Background: an optimization exercise with open tools, aiming at small area, a short achievable clock period and few clock cycles. Do not read the settings as production practice.
At most, simulation tests tie the RTL to the original design; equivalence was not proved.
Function not checked in runs 1 and 2: the RTL went through the layout flow alone.
No run shown here takes its clock network from TritonCTS; it comes from the design's own scripts or RTL.
The flow treats the clock pin as an ideal source. Dropping or thinning the clock tree relies on that and would not hold on a real chip.
Power figures rest on the tool's default switching activity, not on a simulated workload.

File: config.mk
export PLATFORM = sky130hd
export DESIGN_NAME = LZ77_Encoder
export DESIGN_NICKNAME = LZ77_Encoder
export VERILOG_FILES = /design/flow/design.v
export SDC_FILE = /design/flow/constraint.sdc
export NUM_CORES = 4
export LEC_CHECK = 0
export CAP_MARGIN = 20
export CORE_MARGIN = 2
export CORE_UTILIZATION = 70
export PLACE_DENSITY = 0.85
export SLEW_MARGIN = 20
File: constraint.sdc
create_clock -name core_clock -period 10.0 [get_ports {clk}]
set_input_delay 2.0000 -clock core_clock [delete_from_list [all_inputs] [get_ports {clk}]]
set_output_delay 2.0000 -clock core_clock [all_outputs]
set_load 0.01 [all_outputs]
File: design.v
module LZ77_Encoder(clk,reset,chardata,valid,encode,finish,offset,match_len,char_nxt);
input 				clk;
input 				reset;
input 		[7:0] 	chardata;
output  			valid;
output  			encode;
output  			finish;
output 		[3:0] 	offset;
output 		[2:0] 	match_len;
output 	 	[7:0] 	char_nxt;
reg					valid;
reg					finish;
reg			[3:0]	offset;
reg			[2:0]	match_len;
reg			[3:0]	ch;			 
reg					ch5;		 
reg			[3:0]	H [0:9];	 
reg			[5:0]	E [0:8];	 
reg					ended;		 
reg			[2:0]	k;			 
reg			[2:0]	skip;		 
reg					done;		 
integer 	d, j;
assign encode = valid;
assign char_nxt = {2'b00, ch5, 1'b0, ch};
wire		term = (chardata == 8'h24) & ~ended;
wire		inrange1 = ~ended;			 
always @(posedge clk or posedge reset)
begin
	if (reset)
	begin
		ended <= 1'b0;
		for (d = 0; d < 10; d = d + 1)
			H[d] <= 4'd0;
	end
	else
	begin
		ended <= ended | term;
		H[0] <= chardata[3:0] ^ 4'd3;
		for (d = 1; d < 10; d = d + 1)
			H[d] <= H[d-1];
	end
end
reg			[8:0]	En;
always @(*)
	for (d = 0; d < 9; d = d + 1)
		En[d] = inrange1 & (H[0] == H[d+1]);
always @(posedge clk)
begin
	for (d = 0; d < 9; d = d + 1)
		E[d] <= {E[d][4:0], En[d]};
	k <= ended ? k + 3'd1 : 3'd0;
end
reg			[7:0]	a [0:8];	 
reg			[7:0]	A;			 
reg			[3:0]	off [1:7];	 
reg			[2:0]	L;
reg			[3:0]	S;
reg			[3:0]	X;			 
wire		[3:0]	C [0:7];	 
reg					last;		 
assign C[7] = chardata[3:0] ^ 4'd3;
assign C[6] = H[0];
assign C[5] = H[1];
assign C[4] = H[2];
assign C[3] = H[3];
assign C[2] = H[4];
assign C[1] = H[5];
assign C[0] = H[6];
always @(*)
begin
	for (d = 0; d < 9; d = d + 1)
	begin
		a[d][0] = 1'b1;
		for (j = 1; j < 7; j = j + 1)
			a[d][j] = a[d][j-1] & E[d][6-j];
		a[d][7] = a[d][6] & En[d];
	end
	for (j = 0; j < 8; j = j + 1)
	begin
		A[j] = 1'b0;
		for (d = 0; d < 9; d = d + 1)
			A[j] = A[j] | a[d][j];
	end
	for (j = 1; j < 8; j = j + 1)
	begin
		off[j] = 4'd0;
		for (d = 0; d < 9; d = d + 1)
			if (a[d][j]) off[j] = d;
	end
	L = 3'd0;
	S = 4'd0;
	X = C[0];
	for (j = 1; j < 8; j = j + 1)
		if (A[j])
		begin
			L = j;
			S = off[j];
			X = C[j];
		end
	last = term & A[7];
	for (j = 0; j < 7; j = j + 1)
		last = last | (ended & (k == j) & A[6-j]);
end
wire				emit = (skip == 3'd0) & ~done;
always @(posedge clk)
begin
	offset <= S;
	match_len <= L;
	ch <= X ^ 4'd3;
	ch5 <= last;
	valid <= emit;
	finish <= done;
end
always @(posedge clk or posedge reset)
begin
	if (reset)
	begin
		skip <= 3'd7;
		done <= 1'b0;
	end
	else
	begin
		skip <= emit ? L : skip - 3'd1;
		done <= done | (emit & last);
	end
end
endmodule
File: flow/run.sh
#!/bin/bash
# Own layout flow: the standard flow (standard.sh), with
#  - synthesis by flow/synth.tcl: the standard synthesis script, but ABC
#    maps the logic with an area-oriented script (flow/abc_area.script),
#  - port buffers of buf_2 instead of the default clkdlybuf4s50_1,
#  - a larger setup target for ORFS's timing repair,
#  - a one-level clock tree (flow/cts.tcl) in place of TritonCTS.
# Each step's full output goes to a log file of its own in this folder.
set -euo pipefail
export FLOW_DIR_OWN=$PWD/flow
export OWN_ABC_SCRIPT=$PWD/flow/abc_area.script
export MCT_COLS=${MCT_COLS:-2}
export MCT_ROWS=${MCT_ROWS:-2}
VARS=("SYNTH_SCRIPT=$PWD/flow/synth.tcl" "BUFFER_PORTS_ARGS=-buffer_cell sky130_fd_sc_hd__buf_2" "SETUP_SLACK_MARGIN=7.33")
bash standard.sh "${VARS[@]}" place > flow_place.log 2>&1
bash standard.sh "${VARS[@]}" run RUN_SCRIPT=$PWD/flow/cts.tcl RUN_LOG_NAME_STEM=4_1_cts > flow_cts.log 2>&1
bash standard.sh "${VARS[@]}" finish > flow_finish.log 2>&1
File: flow/abc_area.script
strash
&get -n
&st
&dch -f
&nf -R 1000 -a
&put
topo
File: flow/clkbuf.tcl
# Manual one-level clock tree: the clock port drives NBUF clkbuf cells, each
# driving the clock pins of one group of registers (split by position).
proc manual_clock_tree { cols rows cell } {
  set db [ord::get_db]
  set block [ord::get_db_block]
  set clk [$block findNet clk]
  set master [$db findMaster $cell]
  set sinks {}
  foreach it [$clk getITerms] {
    set inst [$it getInst]
    set loc [$inst getLocation]
    lappend sinks [list [lindex $loc 0] [lindex $loc 1] $it]
  }
  set n [llength $sinks]
  # split into cols x rows groups of nearly equal size: by x, then by y
  set sinks [lsort -integer -index 0 $sinks]
  set groups {}
  set per [expr {($n + $cols - 1) / $cols}]
  for {set c 0} {$c < $cols} {incr c} {
    set part [lsort -integer -index 1 [lrange $sinks [expr {$c * $per}] [expr {($c + 1) * $per - 1}]]]
    set m [llength $part]
    set per2 [expr {($m + $rows - 1) / $rows}]
    for {set r 0} {$r < $rows} {incr r} {
      lappend groups [lrange $part [expr {$r * $per2}] [expr {($r + 1) * $per2 - 1}]]
    }
  }
  set g 0
  foreach grp $groups {
    if { [llength $grp] == 0 } { continue }
    set sx 0; set sy 0
    foreach s $grp { incr sx [lindex $s 0]; incr sy [lindex $s 1] }
    set cx [expr {$sx / [llength $grp]}]
    set cy [expr {$sy / [llength $grp]}]
    set inst [odb::dbInst_create $block $master "clkbuf_m_$g"]
    set net [odb::dbNet_create $block "clknet_m_$g"]
    $net setSigType CLOCK
    foreach s $grp {
      set it [lindex $s 2]
      $it disconnect
      $it connect $net
    }
    [$inst findITerm A] connect $clk
    [$inst findITerm X] connect $net
    $inst setLocation $cx $cy
    $inst setPlacementStatus PLACED
    incr g
  }
  puts "manual_clock_tree: $n sinks, $g buffers of $cell"
}
File: flow/cts.tcl
# Clock tree step in place of ORFS's cts.tcl: the same steps, but the clock
# tree is one level of clock buffers (see clkbuf.tcl) instead of TritonCTS's
# two-level H-tree.
utl::set_metrics_stage "cts__{}"
source $::env(SCRIPTS_DIR)/load.tcl
set mct_cols $::env(MCT_COLS)
set mct_rows $::env(MCT_ROWS)
erase_non_stage_variables cts
load_design 3_place.odb 3_place.sdc
source $::env(FLOW_DIR_OWN)/clkbuf.tcl

set_dont_use $::env(DONT_USE_CELLS)
manual_clock_tree $mct_cols $mct_rows sky130_fd_sc_hd__clkbuf_16
set_propagated_clock [all_clocks]

estimate_parasitics -placement
set_placement_padding -global \
  -left $::env(CELL_PAD_IN_SITES_DETAIL_PLACEMENT) \
  -right $::env(CELL_PAD_IN_SITES_DETAIL_PLACEMENT)
detailed_placement
estimate_parasitics -placement
report_clock_latency
repair_timing_helper
detailed_placement
check_placement -verbose
report_metrics 4 "cts final"

orfs_write_db $::env(RESULTS_DIR)/4_1_cts.odb
orfs_write_sdc $::env(RESULTS_DIR)/4_cts.sdc
File: flow/synth.tcl
# The standard synthesis (synth_recipe.tcl), with one change: ABC maps the
# logic with flow/abc_area.script instead of ORFS's speed script. Registers are
# not touched by ABC, so they are the standard synthesis's.
proc synth {args} { yosys synth -nofsm -noshare {*}$args }
proc abc {args} {
  set i [lsearch -exact $args -script]
  if { $i >= 0 } { lset args [expr {$i + 1}] $::env(OWN_ABC_SCRIPT) }
  yosys abc {*}$args
}
source $::env(SCRIPTS_DIR)/synth.tcl
# left out here: clear keep_hierarchy, flatten, clean up, hide names made inside functions, write 1_2_yosys.v
File: standard.sh
#!/bin/bash
# synth_recipe.tcl (not shown) runs the flow's synth.tcl, then flattens the netlist and writes it again
# the make line also repeats each setting of config.mk as NAME=value (left out here)
make -C /OpenROAD-flow-scripts/flow DESIGN_CONFIG=/design/flow/config.mk WORK_HOME=/design/flow/orfs CLKGATE_MAP_FILE= SYNTH_SCRIPT=/design/flow/synth_recipe.tcl "${@:-finish}"
==> results.toml, run 1 <==
[routing]
via_per_inst = 6.29
first_pass_iters = 5
vias = 3531
wl_per_cell_um = 18.8
postRouteAntennaNets = 0
wl_um = 10500
first_iter_violations = 347
drc_errors = 0

[floorplanning]
die_w_um = 83.4
initial_core_util = 0.736
die_h_um = 83.4
num_io_pins = 28
core_area_um2 = 5990
die_area_um2 = 6950
rows = 28

[synthesis]
synth_top_cell_by_area = "dfxtp_1"
syn_area_per_cell_um2 = 9.91
synth-edff-count = 0
ys.warnings.count = 5
synthArstFlopShare = 0.388
synth_seq_cells = 116
netlist_instances = 445
synth_area_leaders = "dfxtp_1 (32%), dfrtp_1 (24%), xnor2_1 (5.8%), a21oi_1 (4.2%), nand2_1 (3.9%)"
synth_flop_cell = "dfxtp_1"
synth_top_area_share = 0.322
yosysSeqAreaShare = 0.579
netlist_area_um2 = 4410
yosysUniqueCellTypes = 41

[global_route]
globalRoute.totalOverflow = 0
grt_pass1_vias = 3384
grt_pass1_wl_um = 16400
antenna_found_initial = 0
grt_usage = 0.285
grt_start_max_net_pins = 46

[finish]
layout.nets = 505
multi_input_area_um2 = 1780
syn_to_final_growth_pct = 10.6
fillCellCount = 381
drive_gt1_frac = 0.119
regArea_um2 = 2560
diodes = 0

[power]
p_leak_nw = 2.06
p_total_mw = 0.705
p_per_area_nw_per_um2 = 145
peakVddDrop_uv = 150

[critical_path]
reg2reg_slack_ps = 7130
crit_chain = "buf_6, nor4b_4, nand4_1, o31ai_2, a21o_1"
arrival_ps = 2990
worst-path-max-fanout = 2
setup.worst_path.start_class = "input pin"
slowest_delay_ps = 320
cp_slowest_cell = "o31ai_2"
path_delay_family = "compound AO/OA/AOI/OAI gates"
crit_required_ps = 10120
path_buf_inv = 1
end_kind = "flip-flop"
critPathKind = "input pin to flip-flop"

[run_status]
status = "finished clean"

[sta]
fin_tns_setup_ps = 0
finClkSkew_ps = 12.7
hold_viol_final = 0
worst_slack_ps = 7120
tightest_slew_ps = 747
rsz0062_at_grt = "true"
maxSlewHeadroom = 0.501
slew_viol_final = 0
setup_viol = 0
finalCritPeriodShare = 0.288
fmax_mhz = 348
finalCriticalPeriod_ps = 2880

[hold_path]
hold_class = "flip-flop to flip-flop"

[clock_tree]
clk_pin_slew_worst_paths_ps = 110
hold_buffers = 0
clk_latency_ps = 170

[placed_design]
hpwl_um = 7250
portBuffers = 24
gp_congestion = 0.899
pre_cts_slack_ps = 6890

[run]
maxCapViolCount = 0
cell usage after synthesis, types with 3 or more instances:
master    instances
clkinv_1         23
dfxtp_1          71
nor2_1           33
dfstp_2           3
a22oi_1           4
xnor2_1          29
buf_4             5
o22ai_1           6
nor2b_1           4
nand2_1          46
ha_1              7
a211oi_1          4
a21oi_1          37
o211ai_1          3
nor3_1           17
dfrtp_1          42
o21ai_0          30
and2_0            5
nand3_1          21
o22a_1            4
and3_1           15
nand4_1          11
power breakdown:
group | total (mW) | internal, mW | switching (mW)
sequential | 0.485 | 0.474 | 0.0108
clock | 0.186 | 0.0741 | 0.112
combinational | 0.0347 | 0.0170 | 0.0176
total | 0.705 | 0.565 | 0.140
worst paths after layout:
path                             start      end  cells after the start
setup / recovery           chardata[7]     done                      5
hold / removal                 E[0][3]  E[0][4]                      0
setup reg to reg               E[8][5]     done                      9
hold reg to reg                E[0][3]  E[0][4]                      0
max in group asynchronous        reset  H[0][2]                      3
min in group asynchronous        reset  H[7][2]                      3
final cells by class:
cell class                 instances  area share
timing repair buffer              40      0.0518
multi-input combinational        303       0.366
sequential                       116       0.525
tap                               75      0.0193
buffer                             4      0.0205
inverter                          23      0.0177
worst reg2reg max path: stages (launching register included):
cell	delay, ps
dfxtp_1	390
and3_1	280
and3_1	270
or3_1	450
or3_1	530
nand3_1	150
nand2_1	60
a311oi_1	330
o31ai_2	140
a21o_1	180
state kept, by name, indices dropped and copies added, names as in the netlist, 3 cells and up:
signal / flops
E: 54
H: 40
ch: 4
k: 3
match_len: 3
offset: 4
skip: 3
routing by layer:
layer | vias to the layer above | part of all wire | track usage
li1 | 1638 | - | -
met3 | 35 | 0.066 | 0.0199
met1 | 1665 | 0.40 | 0.371
met5 | - | 0 | 0
met4 | 0 | 0.029 | 0.0492
met2 | 193 | 0.50 | 0.528
per-stage QoR:
stage / cells / cell area (µm²) / hold WS, ps / utilization
5_1_grt: 561 / 4870 / 365 / 0.814
3_5_place_dp: 545 / 4640 / 329 / 0.775
6_report: 561 / 4870 / 352 / 0.814
2_1_floorplan: 447 / 4440 / 324 / -
3_3_place_gp: 545 / 4640 / 327 / 0.775
cells by family (layout without fill, tap and decap cells):
logic type,Yosys count,count (layout),share of synthesized area
AND/OR/NAND/NOR,160,160,0.174
AO/OA/AOI/OAI,102,102,0.137
multiplexers,2,2,0.00454
buffers and inverters,28,67,0.0281
flip-flops,116,116,0.579
other,1,3,0.000850
XOR/XNOR,29,29,0.0576
adder cells (fa/ha/maj),7,7,0.0199
repair_timing:
action,4_1_cts,5_1_grt
endpoints found under the setup margin,10,6
pin swaps,3,3
buffers inserted,0,12
gates resized for setup,8,4
cells in the final DEF (no fill, tap or decap), drive strengths merged, types with 3 or more instances in the layout:
cell type  count
buf           40
and3          15
clkbuf         4
xnor2         29
nand2         46
and2           5
dfxtp         71
nor3          17
o22a           4
conb           3
a211oi         4
o21ai         30
nand3         21
a21oi         37
nor2          33
nor2b          4
dfstp          3
ha             7
nand4         11
a22oi          4
o211ai         3
clkinv        22
dfrtp         42
o22ai          6
==> run 2: changes to the inputs <==
--- a/design.v
+++ b/design.v
@@ -18,4 +18,4 @@
 reg			[5:0]	E [0:8];	 
+reg			[2:0]	k;			 
 reg					ended;		 
-reg			[2:0]	k;			 
 reg			[2:0]	skip;		 
@@ -25,3 +25,2 @@
 assign char_nxt = {2'b00, ch5, 1'b0, ch};
-wire		term = (chardata == 8'h24) & ~ended;
 wire		inrange1 = ~ended;			 
@@ -37,3 +36,3 @@
 	begin
-		ended <= ended | term;
+		ended <= ended | chardata[5];
 		H[0] <= chardata[3:0] ^ 4'd3;
@@ -100,3 +99,3 @@
 		end
-	last = term & A[7];
+	last = chardata[5] & ~ended & A[7];
 	for (j = 0; j < 7; j = j + 1)
--- a/config.mk
+++ b/config.mk
@@ -9,3 +9,3 @@
 export CORE_MARGIN = 2
-export CORE_UTILIZATION = 70
+export CORE_UTILIZATION = 60
 export PLACE_DENSITY = 0.85
==> results.toml, run 2 <==
[finish]
final_cells = 555
final_util = 0.661
fin_area_um2 = 4740
largest_reg_flops = 54
drive_gt1_frac = 0.0943
layout.nets = 475
largestRegisters = "E x54, H x40"
largest_register = "E"
mostFrequentLayoutCells = "dfxtp_1 (70), nand2_1 (45), dfrtp_1 (41)"
final_common_cell = "dfxtp_1"
diodes = 0
syn_to_final_growth_pct = 8.32

[sta]
fmax_mhz = 379
fin_tns_setup_ps = 0
maxSlewHeadroom = 0.523
slew_viol_final = 0
hold_ws_ps = 353
rsz0062_at_grt = "true"
finalCriticalPeriod_ps = 2640
finalCritPeriodShare = 0.264
hold_viol_final = 0
setup_viol = 0
tightest_slew_ps = 714
worst_slack_ps = 7360
finClkSkew_ps = 9.79

[hold_path]
worstHoldPathCells = 0
hold_class = "flip-flop to flip-flop"

[critical_path]
r2r_end = "done"
reg2reg_slack_ps = 7390
arrival_ps = 640
slowest_delay_ps = 340
cp_slowest_cell = "dfxtp_1"
cp.depth = 1
path_buf_inv = 1
crit_required_ps = 8000
r2r-start = "E[8][5]"
crit_end = "char_nxt[5]"
end_kind = "output port"
critPathKind = "flip-flop to output port"
setup.worst_path.start_class = "flip-flop"
path_delay_family = "flip-flops"
worst-path-max-fanout = 1
reg2reg_depth = 8
startpoint = "ch5"
crit_chain = "buf_2"

[synthesis]
yosys-top-cells-count = "dfxtp_1 (71), nand2_1 (45), dfrtp_1 (42), xnor2_1 (33)"
synth_top_area_share = 0.325
netlist_instances = 430
yosysUniqueCellTypes = 41
yosysMostFrequentCell = "dfxtp_1"
synth-edff-count = 0
synth_top_cell_by_area = "dfxtp_1"
synth_flop_cell = "dfxtp_1"
netlist_area_um2 = 4380
synth_seq_cells = 116
ys.warnings.count = 5
synthArstFlopShare = 0.388
synth_area_leaders = "dfxtp_1 (32%), dfrtp_1 (24%), xnor2_1 (6.6%), nand2_1 (3.9%), a21oi_1 (3.4%)"
syn_area_per_cell_um2 = 10.2
yosysSeqAreaShare = 0.583

[global_route]
antenna_found_initial = 0
grt.met3_usage = 0.0314
met1_usage = 0.311
grtUsageMet2 = 0.388
grt-busiest-layer = "met2"
grt_start_max_net_pins = 46
grt_usage = 0.228
grt_pass1_wl_um = 14400
grt_pass1_vias = 3088
globalRoute.totalOverflow = 0

[routing]
first_iter_violations = 280
via_per_inst = 5.97
first_pass_iters = 5
drc_errors = 0
wl_per_cell_um = 16.6
wl_um = 9190
postRouteAntennaNets = 0
vias = 3311

[power]
peakVddDrop_uv = 144
p_comb_frac = 0.099
p_total_mw = 0.783
switching_share = 0.224
p_switching_mw = 0.175
p_int_mw = 0.608
p_leak_nw = 1.98
clkPwrFrac = 0.239
seq_power_share = 0.663
p_per_area_nw_per_um2 = 165

[clock_tree]
clk_pin_slew_worst_paths_ps = 100
clk_latency_ps = 170
hold_buffers = 0

[run_status]
status = "finished clean"

[floorplanning]
die_h_um = 89.4
num_io_pins = 28
initial_core_util = 0.610
core_area_um2 = 7180
die_area_um2 = 7990
rows = 31
die_w_um = 89.4

[placed_design]
portBuffers = 21
hpwl_um = 6610
gp_congestion = 0.939
post-place-cells = 550
place_area_um2 = 4600
pre_cts_slack_ps = 7290

[run]
maxCapViolCount = 0
## run 2: cell count changes in the layout (fill, tap and decap cells not counted), sizes merged, moves of 2 or more
| cell | previous run | this run |
|---|---|---|
| and3 | 15 | 18 |
| o22ai | 6 | 4 |
| nor2 | 33 | 24 |
| nand3 | 21 | 19 |
| or2 | 0 | 2 |
| buf | 40 | 25 |
| nor3 | 17 | 19 |
| a21oi | 37 | 30 |
| mux2i | 2 | 4 |
| xnor2 | 29 | 33 |
| a22o | 0 | 3 |
| clkinv | 22 | 17 |
## run 2: how the worst min path moves through the flow
stage,from,endpoint,slack [ps]
2_1_floorplan,E[0][1],E[0][2],320
3_3_place_gp,E[0][1],E[0][2],330
3_5_place_dp,E[5][3],E[5][4],330
4_1_cts,E[6][2],E[6][3],350
5_1_grt,E[8][3],E[8][4],360
6_report,E[6][2],E[6][3],350
## run 2: worst register-to-register path, cell delays in order (launching register included)
cell     delay (ps)
dfxtp_1         390
and3_2          280
and3_1          250
or3_1           420
or3_4           440
a22o_1          200
a31oi_1         150
o21ai_0         160
a21o_1          220
## run 2: layer usage
metal	routed length, µm	share of wire
met5	0	0
met4	218	0.024
met3	643	0.070
met2	4420	0.48
met1	3910	0.43
## run 2: cell type report
cell class | count | area, µm²
Sequential cell | 116 | 2550
Timing Repair Buffer | 25 | 135
Fill cell | 561 | 2430
Multi-Input combinational cell | 294 | 1760
Tap cell | 99 | 124
Inverter | 17 | 65.1
Buffer | 4 | 100
## run 2: repair_timing
| item | 4_1_cts | 5_1_grt |
|---|---|---|
| buffers inserted | 0 | 1 |
| endpoints found under the setup margin | 2 | 12 |
| resized for setup | 4 | 7 |
| pin swaps | 0 | 1 |
## run 2: kinds of logic (layout without fill, tap and decap cells)
| family | count (synthesis) | in the layout | synth area share |
|---|---|---|---|
| other | 1 | 3 | 0.000857 |
| and+or+nand+nor | 155 | 155 | 0.172 |
| xor gates and xnor gates | 33 | 33 | 0.0660 |
| adders and majority gates | 7 | 7 | 0.0200 |
| DFF | 116 | 116 | 0.583 |
| buffers and inverters | 22 | 46 | 0.0232 |
| AOI/OAI and AO/OA | 92 | 92 | 0.126 |
| muxes | 4 | 4 | 0.00915 |
## run 2: power by group through the flow
stage | sequential (mW) | clock, mW | combinational, mW
after global placement | 0.526 | 0 | 0.0724
final | 0.519 | 0.187 | 0.0772
after detailed placement | 0.528 | 0 | 0.0773
after global routing | 0.523 | 0.200 | 0.0896
after CTS | 0.518 | 0.187 | 0.0781
after floorplan | 0.525 | 0 | 0.0597
==> run 3: changes to the inputs <==
--- a/design.v
+++ b/design.v
@@ -18,3 +18,3 @@
 reg			[5:0]	E [0:8];	 
-reg			[2:0]	k;			 
+reg			[6:0]	T;			 
 reg					ended;		 
@@ -50,3 +50,3 @@
 		E[d] <= {E[d][4:0], En[d]};
-	k <= ended ? k + 3'd1 : 3'd0;
+	T <= {T[5:0], chardata[5]};
 end
@@ -57,13 +57,13 @@
 reg			[3:0]	S;
-reg			[3:0]	X;			 
-wire		[3:0]	C [0:7];	 
+reg			[4:0]	X;			 
+wire		[4:0]	C [0:7];	 
 reg					last;		 
-assign C[7] = chardata[3:0] ^ 4'd3;
-assign C[6] = H[0];
-assign C[5] = H[1];
-assign C[4] = H[2];
-assign C[3] = H[3];
-assign C[2] = H[4];
-assign C[1] = H[5];
-assign C[0] = H[6];
+assign C[7] = {chardata[5], chardata[3:0] ^ 4'd3};
+assign C[6] = {T[0], H[0]};
+assign C[5] = {T[1], H[1]};
+assign C[4] = {T[2], H[2]};
+assign C[3] = {T[3], H[3]};
+assign C[2] = {T[4], H[4]};
+assign C[1] = {T[5], H[5]};
+assign C[0] = {T[6], H[6]};
 always @(*)
@@ -99,5 +99,3 @@
 		end
-	last = chardata[5] & ~ended & A[7];
-	for (j = 0; j < 7; j = j + 1)
-		last = last | (ended & (k == j) & A[6-j]);
+	last = X[4];
 end
@@ -108,3 +106,3 @@
 	match_len <= L;
-	ch <= X ^ 4'd3;
+	ch <= X[3:0] ^ 4'd3;
 	ch5 <= last;
--- a/config.mk
+++ b/config.mk
@@ -9,4 +9,4 @@
 export CORE_MARGIN = 2
-export CORE_UTILIZATION = 60
-export PLACE_DENSITY = 0.85
+export CORE_UTILIZATION = 65
+export PLACE_DENSITY = 0.8
 export SLEW_MARGIN = 20
==> results.toml, run 3 <==
[run_status]
status = "finished clean"

[hold_path]
hp-start = "E[7][1]"
hold_class = "flip-flop to flip-flop"

[synthesis]
synth-xor-area-share = 0.0744
synth_top_family_by_area = "simple AND/OR/NAND/NOR gates"
netlist_area_um2 = 4350
synth_seq_cells = 120
synth_top_area_share = 0.345
netlist_instances = 418
synth_area_leaders = "dfxtp_1 (34%), dfrtp_1 (24%), xnor2_1 (7.4%), o21ai_0 (4.1%), nand2_1 (3.7%)"
yosysSeqAreaShare = 0.604
synthMuxAreaShare = 0.0115
synth-edff-count = 0
synthAdderAreaFrac = 0.00575
synthArstFlopShare = 0.375
syn_area_per_cell_um2 = 10.4
synth_top_cell_by_area = "dfxtp_1"
synth_compound_gate_area_share = 0.122
ys.warnings.count = 5
yosysUniqueCellTypes = 37
yosys.area_share.simple = 0.166
synth_flop_cell = "dfxtp_1"
yosys-top-cells-count = "dfxtp_1 (75), nand2_1 (43), dfrtp_1 (42), xnor2_1 (37), o21ai_0 (36)"
yosysMostFrequentCell = "dfxtp_1"

[run]
maxCapViolCount = 0

[global_route]
grt_usage = 0.237
antenna_found_initial = 0
grt_pass1_wl_um = 14200
grt.met3_usage = 0.00770
globalRoute.totalOverflow = 0
met1_usage = 0.331
grt-busiest-layer = "met2"
grtUsageMet2 = 0.425
grt_pass1_vias = 2972
grt_start_max_net_pins = 46

[power]
p_leak_nw = 1.94
switching_share = 0.200
p_per_area_nw_per_um2 = 161
p_comb_frac = 0.065
clkPwrFrac = 0.244
peakVddDrop_uv = 159
seq_power_share = 0.692
p_int_mw = 0.605
p_switching_mw = 0.151

[floorplanning]
core_area_um2 = 6420
die_h_um = 85.8
num_io_pins = 28
die_w_um = 85.8
initial_core_util = 0.678
rows = 29
die_area_um2 = 7370

[critical_path]
setup.worst_path.start_class = "flip-flop"
arrival_ps = 620
path_buf_inv = 1
critPathKind = "flip-flop to output port"
worst-path-max-fanout = 2
slowest_delay_ps = 330
r2r-start = "E[4][5]"
crit_required_ps = 8000
cp_slowest_cell = "dfxtp_1"
path_delay_family = "flip-flops"
crit_chain = "buf_2"
end_kind = "output port"
startpoint = "valid"

[routing]
via_per_inst = 5.92
wl_um = 8460
vias = 3080
first_pass_iters = 6
first_iter_violations = 204
drc_errors = 0
postRouteAntennaNets = 0
wl_per_cell_um = 16.3

[finish]
drive_gt1_frac = 0.0903
final_common_cell = "dfxtp_1"
multi_input_area_um2 = 1710
diodes = 0
mostFrequentLayoutCells = "dfxtp_1 (75), nand2_1 (43), dfrtp_1 (42)"
largestRegisters = "E x54, H x40, T x7"
fillCellCount = 474
layout.nets = 457
final_util = 0.731
largest_register = "E"
regArea_um2 = 2630
largest_reg_flops = 54
syn_to_final_growth_pct = 7.88
fin_area_um2 = 4700

[sta]
setup_viol = 0
hold_ws_ps = 347
rsz0062_at_grt = "false"
fin_tns_setup_ps = 0
finClkSkew_ps = 8.55
tightest_slew_ps = 730
finalCritPeriodShare = 0.262
slew_viol_final = 0
worst_slack_ps = 7380
fmax_mhz = 382
finalCriticalPeriod_ps = 2620
maxSlewHeadroom = 0.512
hold_viol_final = 0

[placed_design]
pre_cts_slack_ps = 6550
portBuffers = 21
place_area_um2 = 4540
hpwl_um = 6170
gp_congestion = 0.876

[clock_tree]
clk_pin_slew_worst_paths_ps = 100
clk_latency_ps = 170
## run 3: cell count changes in the layout (fill, tap and decap cells not counted), sizes merged, moves of 4 or more
cell,delta
dfxtp,+4
o21ai,+6
o22a,-4
nand3,-4
clkinv,-10
a21oi,-6
xnor2,+4
ha,-5
## run 3: cell type report
| cell class | instances | area share |
|---|---|---|
| multi-input cells | 287 | 0.364 |
| flip-flops and latches | 120 | 0.560 |
| repair buffers | 24 | 0.0272 |
| plain buffers | 4 | 0.0213 |
| inverters | 8 | 0.00693 |
| well taps | 77 | 0.0205 |
## run 3: cell families (layout without fill, tap and decap cells)
kind of cell               count (synthesis)  in the layout
and+or+nand+nor                          149            149
AOI/OAI and AO/OA                         91             91
muxes                                      5              5
other                                      1              3
xor gates and xnor gates                  37             37
DFF                                      120            120
buffers and inverters                     13             36
adders and majority gates                  2              2
## run 3: power groups by stage
stage | Clock [mW] | Combinational (mW) | Sequential (mW)
after floorplan | 0 | 0.0381 | 0.530
after global placement | 0 | 0.0473 | 0.532
after detailed placement | 0 | 0.0500 | 0.533
after CTS | 0.187 | 0.0501 | 0.523
after global routing | 0.203 | 0.0564 | 0.526
final | 0.184 | 0.0491 | 0.523
## run 3: what timing repair did
action,CTS,global route
buffers inserted,1,0
resized for setup,4,8
pin swaps,1,0
hold endpoints to repair,0,0
hold buffers,0,0
setup endpoints to repair,15,8
gates cloned,0,0
## run 3: worst paths after layout
check                           to  slack (ps)  cells after the start
max                          valid        7380                      1
min                        E[7][2]         350                      0
max reg2reg                   done        7510                      9
min reg2reg                E[7][2]         350                      0
max in group asynchronous  skip[1]        7680                      3
min in group asynchronous  H[8][3]        1950                      3
## run 3: metal layers
| layer | share of wire | up-vias |
|---|---|---|
| li1 | - | 1525 |
| met1 | 0.45 | 1464 |
| met2 | 0.50 | 78 |
| met3 | 0.036 | 13 |
| met4 | 0.014 | 0 |
| met5 | 0 | - |
## run 3: per-stage QoR
| stage | power, mW | std cells |
|---|---|---|
| finish | 0.756 | 520 |
| global route | 0.785 | 520 |
| detailed placement | 0.583 | 515 |
| floorplan | 0.569 | 420 |
| global placement | 0.579 | 515 |
## run 3: worst register-to-register path, stage by stage (launching register included)
cell	delay [ps]
dfxtp_1	360
nor4_1	520
nand3_2	360
mux2i_1	230
a21oi_1	80
a211oi_1	250
o21ai_0	130
a21oi_1	130
o22ai_1	130
a21o_1	190
Testbench counts of run 3, summed over its fixed seeds: cycles 12,332.
==> run 4: changes to the inputs <==
--- a/config.mk
+++ b/config.mk
@@ -9,4 +9,4 @@
 export CORE_MARGIN = 2
-export CORE_UTILIZATION = 65
-export PLACE_DENSITY = 0.8
+export CORE_UTILIZATION = 55
+export PLACE_DENSITY = 0.9
 export SLEW_MARGIN = 20
==> results.toml, run 4 <==
[run_status]
status = "finished clean"

[power]
p_leak_nw = 1.94
p_int_mw = 0.605
p_per_area_nw_per_um2 = 161
p_comb_frac = 0.068
switching_share = 0.206
clkPwrFrac = 0.244
peakVddDrop_uv = 161
seq_power_share = 0.687
p_switching_mw = 0.157

[critical_path]
setup.worst_path.start_class = "flip-flop"
cp.depth = 1
arrival_ps = 640
crit_chain = "buf_2"
reg2reg_slack_ps = 7480
end_kind = "output port"
crit_required_ps = 8000
reg2reg_depth = 9
r2r_end = "done"
cp_slowest_cell = "dfxtp_1"
crit_end = "match_len[0]"
r2r-start = "E[4][5]"
worst-path-max-fanout = 1
critPathKind = "flip-flop to output port"
path_buf_inv = 1
slowest_delay_ps = 340
startpoint = "match_len[0]"
path_delay_family = "flip-flops"

[global_route]
grt_pass1_vias = 3212
grt_pass1_wl_um = 15300
antenna_found_initial = 0
globalRoute.totalOverflow = 0
grt_usage = 0.217
grt_start_max_net_pins = 46

[synthesis]
yosysSeqAreaShare = 0.604
synth_top_area_share = 0.345
synth_seq_cells = 120
yosysUniqueCellTypes = 37
synth_top_cell_by_area = "dfxtp_1"
syn_area_per_cell_um2 = 10.4
synth_flop_cell = "dfxtp_1"
netlist_area_um2 = 4350
ys.warnings.count = 5
yosys-top-cells-count = "dfxtp_1 (75), nand2_1 (43), dfrtp_1 (42), xnor2_1 (37), o21ai_0 (36)"
synth-edff-count = 0
synth_area_leaders = "dfxtp_1 (34%), dfrtp_1 (24%), xnor2_1 (7.4%), o21ai_0 (4.1%), nand2_1 (3.7%)"
netlist_instances = 418
synthArstFlopShare = 0.375
yosysMostFrequentCell = "dfxtp_1"

[hold_path]
hp-start = "E[6][3]"
hold_class = "flip-flop to flip-flop"

[sta]
tightest_slew_ps = 928
hold_viol_final = 0
slew_viol_final = 0
setup_viol = 0
finClkSkew_ps = 7.44
fmax_mhz = 379
maxSlewHeadroom = 0.380
finalCriticalPeriod_ps = 2640
fin_tns_setup_ps = 0
rsz0062_at_grt = "true"
worst_slack_ps = 7360
finalCritPeriodShare = 0.264

[finish]
final_common_cell = "dfxtp_1"
fin_area_um2 = 4720
drive_gt1_frac = 0.0923
largestRegisters = "E x54, H x40, T x7"
fillCellCount = 612
mostFrequentLayoutCells = "dfxtp_1 (75), nand2_1 (43), dfrtp_1 (42)"
final_util = 0.615
layout.nets = 458
diodes = 0
largest_reg_flops = 54
syn_to_final_growth_pct = 8.54
largest_register = "E"

[placed_design]
hpwl_um = 6550
place_area_um2 = 4580
gp_congestion = 0.880
portBuffers = 21
pre_cts_slack_ps = 7130

[routing]
vias = 3228
postRouteAntennaNets = 0
first_iter_violations = 292
via_per_inst = 5.91
drc_errors = 0
first_pass_iters = 5
wl_per_cell_um = 17.1
wl_um = 9320

[floorplanning]
core_area_um2 = 7690
initial_core_util = 0.566
die_w_um = 93.0
die_h_um = 93.0
die_area_um2 = 8640
rows = 32
num_io_pins = 28

[clock_tree]
clk_latency_ps = 170
clk_pin_slew_worst_paths_ps = 100

[run]
maxCapViolCount = 0
run 4: layout make-up:
class | instances | area (µm²) | share of cell area
Sequential cell | 120 | 2630 | 0.557
Multi-Input combinational cell | 287 | 1700 | 0.359
Inverter | 8 | 32.5 | 0.00689
Timing Repair Buffer | 25 | 135 | 0.0286
Buffer | 4 | 100 | 0.0212
Tap cell | 102 | 128 | 0.0270
run 4: kinds of logic (layout without fill, tap and decap cells):
family,after synthesis,after routing,synth area share
mux,5,5,0.0115
simple gates,149,149,0.166
flops,120,120,0.604
fa+ha+maj,2,2,0.00575
xor+xnor,37,37,0.0744
other cells,1,3,0.000861
buf+inv,13,37,0.0155
compound gates,91,91,0.122
run 4: power groups by stage:
stage / logic (mW) / clock network [mW] / registers (mW)
after floorplan: 0.0381 / 0 / 0.530
after CTS: 0.0527 / 0.187 / 0.524
after global placement: 0.0473 / 0 / 0.532
after global routing: 0.0585 / 0.204 / 0.527
after detailed placement: 0.0521 / 0 / 0.534
final: 0.0522 / 0.186 / 0.524
run 4: worst min-delay path by stage:
stage                    to  depth (start not counted)
floorplan           E[5][2]                          0
finish              E[6][4]                          0
CTS                 E[6][4]                          0
detailed placement  E[6][4]                          0
global placement       T[1]                          0
global route        E[6][4]                          0
run 4: what timing repair did:
action	CTS	global route
setup buffers	0	1
pin swaps	0	2
gates cloned	0	0
resized for setup	2	9
setup endpoints to repair	6	8
hold buffers	0	0
run 4: metal layers:
layer	up-vias	routed length (µm)	global-route usage
met1	1543	3790	0.286
met4	0	255	0.0613
met3	28	552	0.0146
met2	132	4720	0.388
met5	-	0	0
li1	1525	-	-
run 4: metrics by stage:
step	cells	hold WS, ps	power [mW]
after global routing	546	358	0.790
final	546	350	0.762
after floorplan	420	324	0.569
after global placement	541	329	0.579
after detailed placement	541	329	0.586
==> run 5: changes to the inputs <==
--- a/config.mk
+++ b/config.mk
@@ -9,4 +9,4 @@
 export CORE_MARGIN = 2
-export CORE_UTILIZATION = 55
-export PLACE_DENSITY = 0.9
+export CORE_UTILIZATION = 70
+export PLACE_DENSITY = 0.85
 export SLEW_MARGIN = 20
==> results.toml, run 5 <==
[finish]
final_common_cell = "dfxtp_1"
final_cells = 519
diodes = 0
largest_reg_flops = 54
drive_gt1_frac = 0.110
largest_register = "E"
layout.nets = 458
mostFrequentLayoutCells = "dfxtp_1 (74), nand2_1 (43), dfrtp_1 (38)"
syn_to_final_growth_pct = 8.16
largestRegisters = "E x54, H x40, T x7"

[power]
seq_power_share = 0.685
p_int_mw = 0.606
p_comb_frac = 0.067
p_leak_nw = 1.93
p_total_mw = 0.764
p_per_area_nw_per_um2 = 162
clkPwrFrac = 0.248
p_switching_mw = 0.158
switching_share = 0.207
peakVddDrop_uv = 172

[global_route]
globalRoute.totalOverflow = 0
grt_pass1_wl_um = 15900
grtUsageMet2 = 0.479
met1_usage = 0.374
grt-busiest-layer = "met2"
grt_pass1_vias = 3203
grt.met3_usage = 0.0258
antenna_found_initial = 0
grt_usage = 0.283
grt_start_max_net_pins = 46

[critical_path]
crit_required_ps = 8000
slowest_delay_ps = 350
setup.worst_path.start_class = "flip-flop"
arrival_ps = 640
end_kind = "output port"
crit_chain = "buf_2"
cp_slowest_cell = "dfxtp_1"
critPathKind = "flip-flop to output port"
worst-path-max-fanout = 1
path_buf_inv = 1
path_delay_family = "flip-flops"

[synthesis]
yosysUniqueCellTypes = 37
synth_top_area_share = 0.345
yosys-top-cells-count = "dfxtp_1 (75), nand2_1 (43), dfrtp_1 (42), xnor2_1 (37), o21ai_0 (36)"
synth_area_leaders = "dfxtp_1 (34%), dfrtp_1 (24%), xnor2_1 (7.4%), o21ai_0 (4.1%), nand2_1 (3.7%)"
synth-edff-count = 0
yosysSeqAreaShare = 0.604
ys.warnings.count = 5
synth_top_cell_by_area = "dfxtp_1"
synth_flop_cell = "dfxtp_1"
synth_seq_cells = 120
netlist_area_um2 = 4350
syn_area_per_cell_um2 = 10.4
yosysMostFrequentCell = "dfxtp_1"
synthArstFlopShare = 0.375
netlist_instances = 418

[sta]
setup_viol = 0
maxSlewHeadroom = 0.536
slew_viol_final = 0
finalCritPeriodShare = 0.264
finClkSkew_ps = 10.4
fmax_mhz = 378
fin_tns_setup_ps = 0
rsz0062_at_grt = "true"
finalCriticalPeriod_ps = 2640
tightest_slew_ps = 694
hold_viol_final = 0

[placed_design]
portBuffers = 21
post-place-cells = 514
gp_congestion = 0.869
hpwl_um = 6720

[floorplanning]
initial_core_util = 0.731
die_h_um = 82.9
num_io_pins = 28
die_area_um2 = 6860
core_area_um2 = 5960
die_w_um = 82.9
rows = 28

[clock_tree]
hold_buffers = 0
clk_pin_slew_worst_paths_ps = 110
clk_latency_ps = 170

[routing]
wl_um = 9520
vias = 3247
first_pass_iters = 4
postRouteAntennaNets = 0
via_per_inst = 6.26
first_iter_violations = 250
drc_errors = 0
wl_per_cell_um = 18.4

[hold_path]
hold_class = "flip-flop to flip-flop"

[run_status]
status = "finished clean"

[run]
maxCapViolCount = 0
## run 5: worst paths after layout
path | depth (start not counted) | slack (ps) | from | endpoint
setup / recovery | 1 | 7360 | ch[2] | char_nxt[2]
hold reg to reg | 0 | 350 | E[3][0] | E[3][1]
setup reg to reg | 10 | 7450 | E[4][5] | ch[0]
hold / removal | 0 | 350 | E[3][0] | E[3][1]
min in group asynchronous | 3 | 1930 | reset | H[3][0]
max in group asynchronous | 3 | 7660 | reset | H[0][3]
## run 5: metal layers
metal | share of wire | up-vias | routed length [µm]
li1 | - | 1528 | -
met1 | 0.39 | 1559 | 3730
met2 | 0.51 | 123 | 4870
met3 | 0.049 | 37 | 464
met4 | 0.048 | 0 | 455
met5 | 0 | - | 0
## run 5: cell families after synthesis
kind of cell,synth area share
flip-flops,0.604
buffers and inverters,0.0155
AND/OR/NAND/NOR,0.166
AO/OA/AOI/OAI,0.122
XOR/XNOR,0.0744
multiplexers,0.0115
adder cells (fa/ha/maj),0.00575
other,0.000861
## run 5: through the flow
step	utilization	cell area (µm²)	hold slack (ps)	setup slack (ps)
after global routing	0.791	4710	358	7250
after floorplan	-	4360	324	7360
after global placement	0.763	4540	328	7080
final	0.791	4710	349	7360
after detailed placement	0.763	4540	330	6990
## run 5: power by group through the flow
stage | clock [mW] | combinational (mW) | sequential, mW
global route | 0.206 | 0.0579 | 0.527
finish | 0.189 | 0.0509 | 0.524
CTS | 0.189 | 0.0515 | 0.523
global placement | 0 | 0.0477 | 0.532
detailed placement | 0 | 0.0503 | 0.533
floorplan | 0 | 0.0381 | 0.530
## run 5: final cells by class
type / instances / area (µm²)
flip-flops and latches: 120 / 2640
multi-input cells: 287 / 1710
repair buffers: 25 / 135
well taps: 75 / 93.8
plain buffers: 4 / 100
fillers: 407 / 1250
inverters: 8 / 32.5
## run 5: repair_timing
item | 4_1_cts | 5_1_grt
cloned | 0 | 0
pin swaps | 0 | 2
setup endpoints to repair | 6 | 9
buffers inserted | 0 | 1
resized for setup | 4 | 15
==> run 6: changes to the inputs <==
==> flow/abc_area.script (replaced) <==
strash
&get -n
&st
&dch -f
&nf -R 1000
&st
&dch -f
&nf -R 1000
&put
topo
--- a/config.mk
+++ b/config.mk
@@ -9,3 +9,3 @@
 export CORE_MARGIN = 2
-export CORE_UTILIZATION = 70
+export CORE_UTILIZATION = 60
 export PLACE_DENSITY = 0.85
==> results.toml, run 6 <==
[run_status]
status = "finished clean"

[placed_design]
portBuffers = 21
hpwl_um = 6570
gp_congestion = 0.966

[synthesis]
yosysUniqueCellTypes = 39
syn_area_per_cell_um2 = 10.1
ys.warnings.count = 5
yosys-top-cells-count = "dfxtp_1 (75), nand2_1 (48), dfrtp_1 (42), nor2_1 (36), o21ai_0 (34)"
synth-edff-count = 0
synth_top_area_share = 0.345
synth_top_cell_by_area = "dfxtp_1"
yosysSeqAreaShare = 0.604
netlist_area_um2 = 4350
synth_flop_cell = "dfxtp_1"
synth_area_leaders = "dfxtp_1 (34%), dfrtp_1 (24%), nand2_1 (4.1%), o21ai_0 (3.9%), xnor2_1 (3.6%)"
synthArstFlopShare = 0.375
synth_seq_cells = 120
yosysMostFrequentCell = "dfxtp_1"
netlist_instances = 429

[sta]
fin_tns_setup_ps = 0
rsz0062_at_grt = "false"
slew_viol_final = 0
finalCriticalPeriod_ps = 2650
maxSlewHeadroom = 0.496
tightest_slew_ps = 755
fmax_mhz = 377
finalCritPeriodShare = 0.265
setup_viol = 0
hold_viol_final = 0
finClkSkew_ps = 8.12
hold_ws_ps = 352

[routing]
wl_met3_um = 420
wl_met1_um = 3980
routed.top_layer = "met4"
postRouteAntennaNets = 0
vias = 3315
wl_per_cell_um = 16.5
via_per_inst = 5.93
drc_errors = 0
wl_um = 9200
dr_wl_met2_um = 4510
first_iter_violations = 228
first_pass_iters = 5

[critical_path]
worst-path-max-fanout = 1
reg2reg_depth = 9
r2r-start = "E[4][5]"
crit_required_ps = 8000
r2r_end = "done"
slowest_delay_ps = 350
end_kind = "output port"
path_delay_family = "flip-flops"
cp_slowest_cell = "dfxtp_1"
crit_chain = "buf_2"
reg2reg_slack_ps = 7400
critPathKind = "flip-flop to output port"
path_buf_inv = 1
arrival_ps = 650
setup.worst_path.start_class = "flip-flop"

[hold_path]
worstHoldPathCells = 0
hp-start = "T[0]"
min_to = "T[1]"
hold_class = "flip-flop to flip-flop"

[floorplanning]
initial_core_util = 0.610
rows = 31
die_h_um = 89.2
num_io_pins = 28
die_w_um = 89.2
die_area_um2 = 7950
core_area_um2 = 7140

[finish]
largest_reg_flops = 54
drive_gt1_frac = 0.117
largestRegisters = "E x54, H x40, T x7"
diodes = 0
syn_to_final_growth_pct = 10.1
final_common_cell = "dfxtp_1"
mostFrequentLayoutCells = "dfxtp_1 (74), nand2_1 (48), dfrtp_1 (39)"
layout.nets = 474
largest_register = "E"

[power]
p_switching_mw = 0.157
seq_power_share = 0.687
peakVddDrop_uv = 118
p_comb_frac = 0.067
p_int_mw = 0.604
p_total_mw = 0.761
clkPwrFrac = 0.246
p_leak_nw = 1.99
p_per_area_nw_per_um2 = 159
switching_share = 0.207

[global_route]
grt_start_max_net_pins = 46
grt_usage = 0.225
globalRoute.totalOverflow = 0
grt_pass1_vias = 3005
grt_pass1_wl_um = 14200
antenna_found_initial = 0

[clock_tree]
hold_buffers = 0
clk_latency_ps = 170
clk_pin_slew_worst_paths_ps = 110

[run]
maxCapViolCount = 0
-- run 6: cell count changes in the layout (fill, tap and decap cells not counted), moves of 6 or more --
cell	before	now
xnor2_1	37	18
nand3_1	14	21
nand4_1	15	5
nor2_1	27	34
a221oi_1	0	11
nor3_1	15	5
clkinv_1	7	21
o2111ai_1	0	6
-- run 6: cell families after synthesis --
group	synth area share
xor+xnor	0.0382
mux	0.0161
other cells	0.000861
simple gates	0.148
flops	0.604
fa+ha+maj	0.00575
buf+inv	0.0293
compound gates	0.157
-- run 6: worst max path at each step --
stage                 start           to  slack (ps)  cells after the start
finish                ch[3]  char_nxt[3]        7350                      1
detailed placement  H[0][2]         done        6570                     13
global placement    H[0][2]    offset[0]        6700                     13
CTS                 E[5][5]        ch[2]        7330                      8
floorplan             reset      H[0][0]        7360                      1
global route        H[0][1]    offset[0]        7310                     11
-- run 6: final cells by class --
class / instances / area [µm²]
buffer: 4 / 100
sequential: 120 / 2640
multi-input combinational: 282 / 1660
timing repair buffer: 30 / 173
tap: 99 / 124
inverter: 24 / 96.3
fill: 564 / 2340
-- run 6: repair_timing --
action,CTS,global route
pin swaps,1,1
gates resized for setup,9,13
setup buffers,3,4
setup endpoints to repair,14,16
-- run 6: metrics by stage --
| step | util | worst slack, ps | std cells | area, µm² |
|---|---|---|---|---|
| after global routing | 0.672 | 7310 | 559 | 4790 |
| after detailed placement | 0.640 | 6570 | 548 | 4570 |
| final | 0.672 | 7350 | 559 | 4790 |
| after global placement | 0.640 | 6700 | 548 | 4570 |
| after floorplan | - | 7360 | 431 | 4360 |
-- run 6: power by group through the flow --
stage | clock, mW | sequential, mW | combinational, mW
detailed placement | 0 | 0.533 | 0.0489
global route | 0.205 | 0.526 | 0.0581
global placement | 0 | 0.531 | 0.0460
CTS | 0.189 | 0.523 | 0.0496
floorplan | 0 | 0.529 | 0.0368
finish | 0.187 | 0.523 | 0.0510
-- run 6: worst reg2reg max path, stage by stage, from the launching register on --
cell and delay, ps:
dfxtp_1 370, nor4_1 550, nand3_2 380, mux2i_1 240, nor2_1 50, o21ai_0 200, a31oi_1 130, a211oi_1 260
o22ai_1 140, a21o_1 190
-- run 6: metal layers --
metal,vias to the layer above,global-route usage
met4,0,0.0611
met2,107,0.376
met1,1607,0.321
met5,-,0
li1,1578,-
met3,23,0.0148
==> run 7: changes to the inputs <==
==> flow/abc_area.script (replaced) <==
strash
&get -n
&st
&dch -f
&nf -R 1000 -a
&put
topo
==> results.toml, run 7 <==
[sta]
rsz0062_at_grt = "false"
fin_tns_setup_ps = 0
finalCriticalPeriod_ps = 2620
setup_viol = 0
fmax_mhz = 382
hold_viol_final = 0
slew_viol_final = 0
tightest_slew_ps = 704
maxSlewHeadroom = 0.530
finClkSkew_ps = 8.81
finalCritPeriodShare = 0.262
hold_ws_ps = 348

[critical_path]
arrival_ps = 620
end_kind = "output port"
r2r_end = "offset[1]"
cp_slowest_cell = "dfxtp_2"
slowest_delay_ps = 330
critPathKind = "flip-flop to output port"
crit_chain = "buf_2"
r2r-start = "E[3][5]"
path_buf_inv = 1
path_delay_family = "flip-flops"
worst-path-max-fanout = 2
crit_required_ps = 8000
reg2reg_slack_ps = 7530
reg2reg_depth = 12
setup.worst_path.start_class = "flip-flop"

[floorplanning]
die_area_um2 = 7950
initial_core_util = 0.610
die_h_um = 89.2
die_w_um = 89.2
num_io_pins = 28
rows = 31
core_area_um2 = 7140

[finish]
layout.nets = 457
fin_area_um2 = 4710
final_util = 0.661
largest_reg_flops = 54
drive_gt1_frac = 0.0926
syn_to_final_growth_pct = 8.31
mostFrequentLayoutCells = "dfxtp_1 (74), nand2_1 (43), dfrtp_1 (40)"
largestRegisters = "E x54, H x40, T x7"
multi_input_area_um2 = 1700
final_common_cell = "dfxtp_1"
regArea_um2 = 2640
largest_register = "E"
diodes = 0
fillCellCount = 574

[routing]
wl_um = 8710
drc_errors = 0
first_iter_violations = 258
vias = 3114
via_per_inst = 5.75
first_pass_iters = 5
postRouteAntennaNets = 0
wl_per_cell_um = 16.1

[power]
p_switching_mw = 0.155
seq_power_share = 0.688
p_leak_nw = 1.93
p_int_mw = 0.605
switching_share = 0.204
p_comb_frac = 0.064
p_per_area_nw_per_um2 = 161
peakVddDrop_uv = 150
clkPwrFrac = 0.248

[synthesis]
synth_area_leaders = "dfxtp_1 (34%), dfrtp_1 (24%), xnor2_1 (7.4%), o21ai_0 (4.1%), nand2_1 (3.7%)"
syn_area_per_cell_um2 = 10.4
synth_top_cell_by_area = "dfxtp_1"
synthArstFlopShare = 0.375
synth_seq_cells = 120
yosysSeqAreaShare = 0.604
netlist_area_um2 = 4350
synth_top_area_share = 0.345
yosys-top-cells-count = "dfxtp_1 (75), nand2_1 (43), dfrtp_1 (42), xnor2_1 (37), o21ai_0 (36)"
synth_flop_cell = "dfxtp_1"
ys.warnings.count = 5
synth-edff-count = 0
yosysMostFrequentCell = "dfxtp_1"
netlist_instances = 418
yosysUniqueCellTypes = 37

[run]
maxCapViolCount = 0

[global_route]
grt_pass1_wl_um = 14000
globalRoute.totalOverflow = 0
grt_pass1_vias = 2832
antenna_found_initial = 0
grt_usage = 0.225
grt_start_max_net_pins = 46

[placed_design]
portBuffers = 21
hpwl_um = 6300
gp_congestion = 0.889
place_area_um2 = 4570

[hold_path]
min_to = "T[1]"
worstHoldPathCells = 0
hold_class = "flip-flop to flip-flop"
hp-start = "T[0]"

[run_status]
status = "finished clean"

[clock_tree]
clk_latency_ps = 170
hold_buffers = 0
clk_pin_slew_worst_paths_ps = 100
run 7: layout make-up:
class,count,share of cell area
inverters,8,0.00690
plain buffers,4,0.0212
flip-flops and latches,120,0.559
well taps,99,0.0263
repair buffers,24,0.0271
multi-input cells,287,0.360
run 7: kinds of logic (layout without fill, tap and decap cells):
family	Yosys count	in the layout	share of synthesized area
fa+ha+maj	2	2	0.00575
xor+xnor	37	37	0.0744
mux	5	5	0.0115
buf+inv	13	36	0.0155
compound gates	91	91	0.122
other cells	1	3	0.000861
simple gates	149	149	0.166
flops	120	120	0.604
run 7: power by group through the flow:
| stage | clock (mW) | combinational, mW | sequential (mW) |
|---|---|---|---|
| 5_1_grt | 0.209 | 0.0557 | 0.526 |
| 4_1_cts | 0.191 | 0.0497 | 0.523 |
| 6_report | 0.188 | 0.0487 | 0.523 |
| 3_3_place_gp | 0 | 0.0470 | 0.532 |
| 2_1_floorplan | 0 | 0.0381 | 0.530 |
| 3_5_place_dp | 0 | 0.0496 | 0.533 |
run 7: what timing repair did:
action | 4_1_cts | 5_1_grt
hold endpoints to repair | 0 | 0
setup buffers | 0 | 0
endpoints found under the setup margin | 3 | 10
gates resized for setup | 2 | 10
run 7: layer usage:
layer,track usage,part of all wire
met2,0.400,0.50
met1,0.313,0.43
met3,0.00923,0.045
met4,0.0380,0.021
met5,0,0
run 7: how the worst max path moves through the flow:
| stage | startpoint | cells past startpoint | to | slack [ps] |
|---|---|---|---|---|
| CTS | E[8][5] | 9 | done | 7320 |
| global placement | E[7][5] | 10 | done | 7270 |
| finish | valid | 1 | encode | 7380 |
| floorplan | reset | 1 | H[0][0] | 7360 |
| global route | valid | 1 | encode | 7330 |
| detailed placement | E[7][5] | 10 | ch[1] | 7260 |
run 7: stage by stage:
stage / std cells / setup slack, ps / total power [mW]
2_1_floorplan: 420 / 7360 / 0.569
3_3_place_gp: 538 / 7270 / 0.579
3_5_place_dp: 538 / 7260 / 0.582
5_1_grt: 542 / 7330 / 0.791
6_report: 542 / 7380 / 0.760
==> run 8: changes to the inputs <==
--- a/flow/run.sh
+++ b/flow/run.sh
@@ -13,3 +13,3 @@
 export MCT_ROWS=${MCT_ROWS:-2}
-VARS=("SYNTH_SCRIPT=$PWD/flow/synth.tcl" "BUFFER_PORTS_ARGS=-buffer_cell sky130_fd_sc_hd__buf_2" "SETUP_SLACK_MARGIN=7.33")
+VARS=("SYNTH_SCRIPT=$PWD/flow/synth.tcl" "BUFFER_PORTS_ARGS=-buffer_cell sky130_fd_sc_hd__buf_2" "SETUP_SLACK_MARGIN=7.4")
 bash standard.sh "${VARS[@]}" place > flow_place.log 2>&1
--- a/config.mk
+++ b/config.mk
@@ -9,3 +9,3 @@
 export CORE_MARGIN = 2
-export CORE_UTILIZATION = 60
+export CORE_UTILIZATION = 70
 export PLACE_DENSITY = 0.85
==> results.toml, run 8 <==
[placed_design]
pre_cts_slack_ps = 7190
portBuffers = 21
post-place-cells = 514
gp_congestion = 0.902
hpwl_um = 6840

[hold_path]
hold_class = "flip-flop to flip-flop"
worstHoldPathCells = 0
hp-start = "T[0]"

[power]
peakVddDrop_uv = 190
p_per_area_nw_per_um2 = 161
p_leak_nw = 1.95
p_total_mw = 0.764

[finish]
layout.nets = 459
largestRegisters = "E x54, H x40, T x7"
final_common_cell = "dfxtp_1"
multi_input_area_um2 = 1700
final_cells = 520
fillCellCount = 389
drive_gt1_frac = 0.112
regArea_um2 = 2640
largest_register = "E"
syn_to_final_growth_pct = 8.94
mostFrequentLayoutCells = "dfxtp_1 (71), nand2_1 (43), dfrtp_1 (40)"
diodes = 0
largest_reg_flops = 54

[sta]
hold_viol_final = 0
hold_ws_ps = 352
slew_viol_final = 0
maxSlewHeadroom = 0.508
setup_viol = 0
fin_tns_setup_ps = 0
finalCriticalPeriod_ps = 2640
fmax_mhz = 379
worst_slack_ps = 7360
finClkSkew_ps = 8.54
rsz0062_at_grt = "true"
finalCritPeriodShare = 0.264
tightest_slew_ps = 738

[floorplanning]
initial_core_util = 0.731
core_area_um2 = 5960
die_h_um = 82.9
die_area_um2 = 6860
die_w_um = 82.9
rows = 28
num_io_pins = 28

[synthesis]
synthArstFlopShare = 0.375
synth_seq_cells = 120
synth-xor-area-share = 0.0744
ys.warnings.count = 5
yosys-top-cells-count = "dfxtp_1 (75), nand2_1 (43), dfrtp_1 (42), xnor2_1 (37), o21ai_0 (36)"
synth_top_family_by_area = "simple AND/OR/NAND/NOR gates"
synth_top_area_share = 0.345
synthMuxAreaShare = 0.0115
yosys.area_share.simple = 0.166
yosysUniqueCellTypes = 37
yosysMostFrequentCell = "dfxtp_1"
synthAdderAreaFrac = 0.00575
synth_flop_cell = "dfxtp_1"
yosysSeqAreaShare = 0.604
syn_area_per_cell_um2 = 10.4
synth_compound_gate_area_share = 0.122
synth_area_leaders = "dfxtp_1 (34%), dfrtp_1 (24%), xnor2_1 (7.4%), o21ai_0 (4.1%), nand2_1 (3.7%)"
netlist_instances = 418
netlist_area_um2 = 4350
synth_top_cell_by_area = "dfxtp_1"
synth-edff-count = 0

[critical_path]
end_kind = "flip-flop"
reg2reg_depth = 12
startpoint = "E[5][5]"
r2r-start = "E[5][5]"
arrival_ps = 2710
setup.worst_path.start_class = "flip-flop"
critPathKind = "flip-flop to flip-flop"
worst-path-max-fanout = 12
crit_required_ps = 10070

[clock_tree]
clk_latency_ps = 170
clk_pin_slew_worst_paths_ps = 110
hold_buffers = 0

[routing]
vias = 3261
wl_um = 9790
wl_per_cell_um = 18.8
first_pass_iters = 6
postRouteAntennaNets = 0
drc_errors = 0
via_per_inst = 6.27
first_iter_violations = 194

[global_route]
grt_start_max_net_pins = 46
globalRoute.totalOverflow = 0
grt_usage = 0.290
grt_pass1_wl_um = 16200
antenna_found_initial = 0
grt_pass1_vias = 3427

[run_status]
status = "finished clean"

[run]
maxCapViolCount = 0
==> run 8: cell type report <==
type	instances	area share
inverters	8	0.00765
repair buffers	26	0.0367
flip-flops and latches	120	0.556
well taps	75	0.0198
multi-input cells	287	0.358
plain buffers	4	0.0211
==> run 8: routing by layer <==
metal / wire length (µm) / global-route usage
met1: 3680 / 0.362
met3: 618 / 0.0288
met2: 5040 / 0.515
met5: 0 / 0
met4: 441 / 0.119
==> run 8: cells by family (layout without fill, tap and decap cells) <==
family                   Yosys count  after routing
flip-flops                       120            120
XOR/XNOR                          37             37
adder cells (fa/ha/maj)            2              2
other                              1              3
buffers and inverters             13             38
AND/OR/NAND/NOR                  149            149
AO/OA/AOI/OAI                     91             91
multiplexers                       5              5
==> run 8: final timing paths <==
check / endpoint / slack (ps)
setup / recovery: done / 7360
hold / removal: T[1] / 350
setup reg to reg: done / 7360
hold reg to reg: T[1] / 350
max in group asynchronous: H[0][0] / 7590
min in group asynchronous: H[1][1] / 1920
==> run 8: report_power, final <==
| group | leakage (nW) | switching (mW) | internal, mW |
|---|---|---|---|
| Combinational | 0.773 | 0.0254 | 0.0261 |
| Clock | 0.0493 | 0.114 | 0.0742 |
| Sequential | 1.12 | 0.0173 | 0.506 |
==> run 8: stage by stage <==
step | cell area (µm²) | utilization
floorplan | 4360 | -
global placement | 4550 | 0.763
detailed placement | 4550 | 0.763
global route | 4740 | 0.796
finish | 4740 | 0.796
==> run 8: critical path, stage by stage (launching register included) <==
cell and delay [ps]:
dfxtp_1 350, and3_1 230, and2_0 200, a21oi_1 180, nand3b_1 170, nor3_1 250, buf_4 200, clkinv_4 120
a211oi_1 200, o21ai_0 130, a21oi_1 140, o22ai_1 150, a21o_1 210
==> run 8: repair_timing <==
| action | CTS | global route |
|---|---|---|
| gates resized for setup | 8 | 15 |
| buffers inserted | 0 | 2 |
| pin swaps | 0 | 1 |
| endpoints found under the setup margin | 17 | 24 |

## port drivers added, routing unchanged
In the flow no input, the clock included, has a driving cell. The finished layouts below were timed again as built, in two steps.
Step 1: set_driving_cell puts a clkbuf_16 on clk and a buf_2 on each other input, an assumption about the parent block.
Step 2 also shifts input and output timing later by t, the mid clock arrival at the registers, as if the neighbouring blocks saw the same clock.
Slacks: ideal ports / drivers / drivers and shift; pairs: ideal ports / drivers.
run	shift t [ns]	setup slack, ns	worst register clock-pin slew, ns
run 1	0.242	7.122 / 7.134 / 6.921	0.11 / 0.11
run 2	0.242	7.362 / 7.282 / 7.347	0.11 / 0.11
run 3	0.240	7.382 / 7.302 / 7.365	0.10 / 0.10
run 4	0.245	7.361 / 7.277 / 7.414	0.10 / 0.10
run 5	0.247	7.356 / 7.274 / 7.371	0.11 / 0.11
run 6	0.240	7.347 / 7.271 / 7.402	0.11 / 0.11
run 7	0.241	7.382 / 7.305 / 7.413	0.11 / 0.11
run 8	0.245	7.365 / 7.292 / 7.334	0.11 / 0.11
After both steps setup and hold are still met in every run listed. For run 1, which loses most, drivers alone change the setup slack by +0.012 ns; drivers and shift together by -0.201 ns.
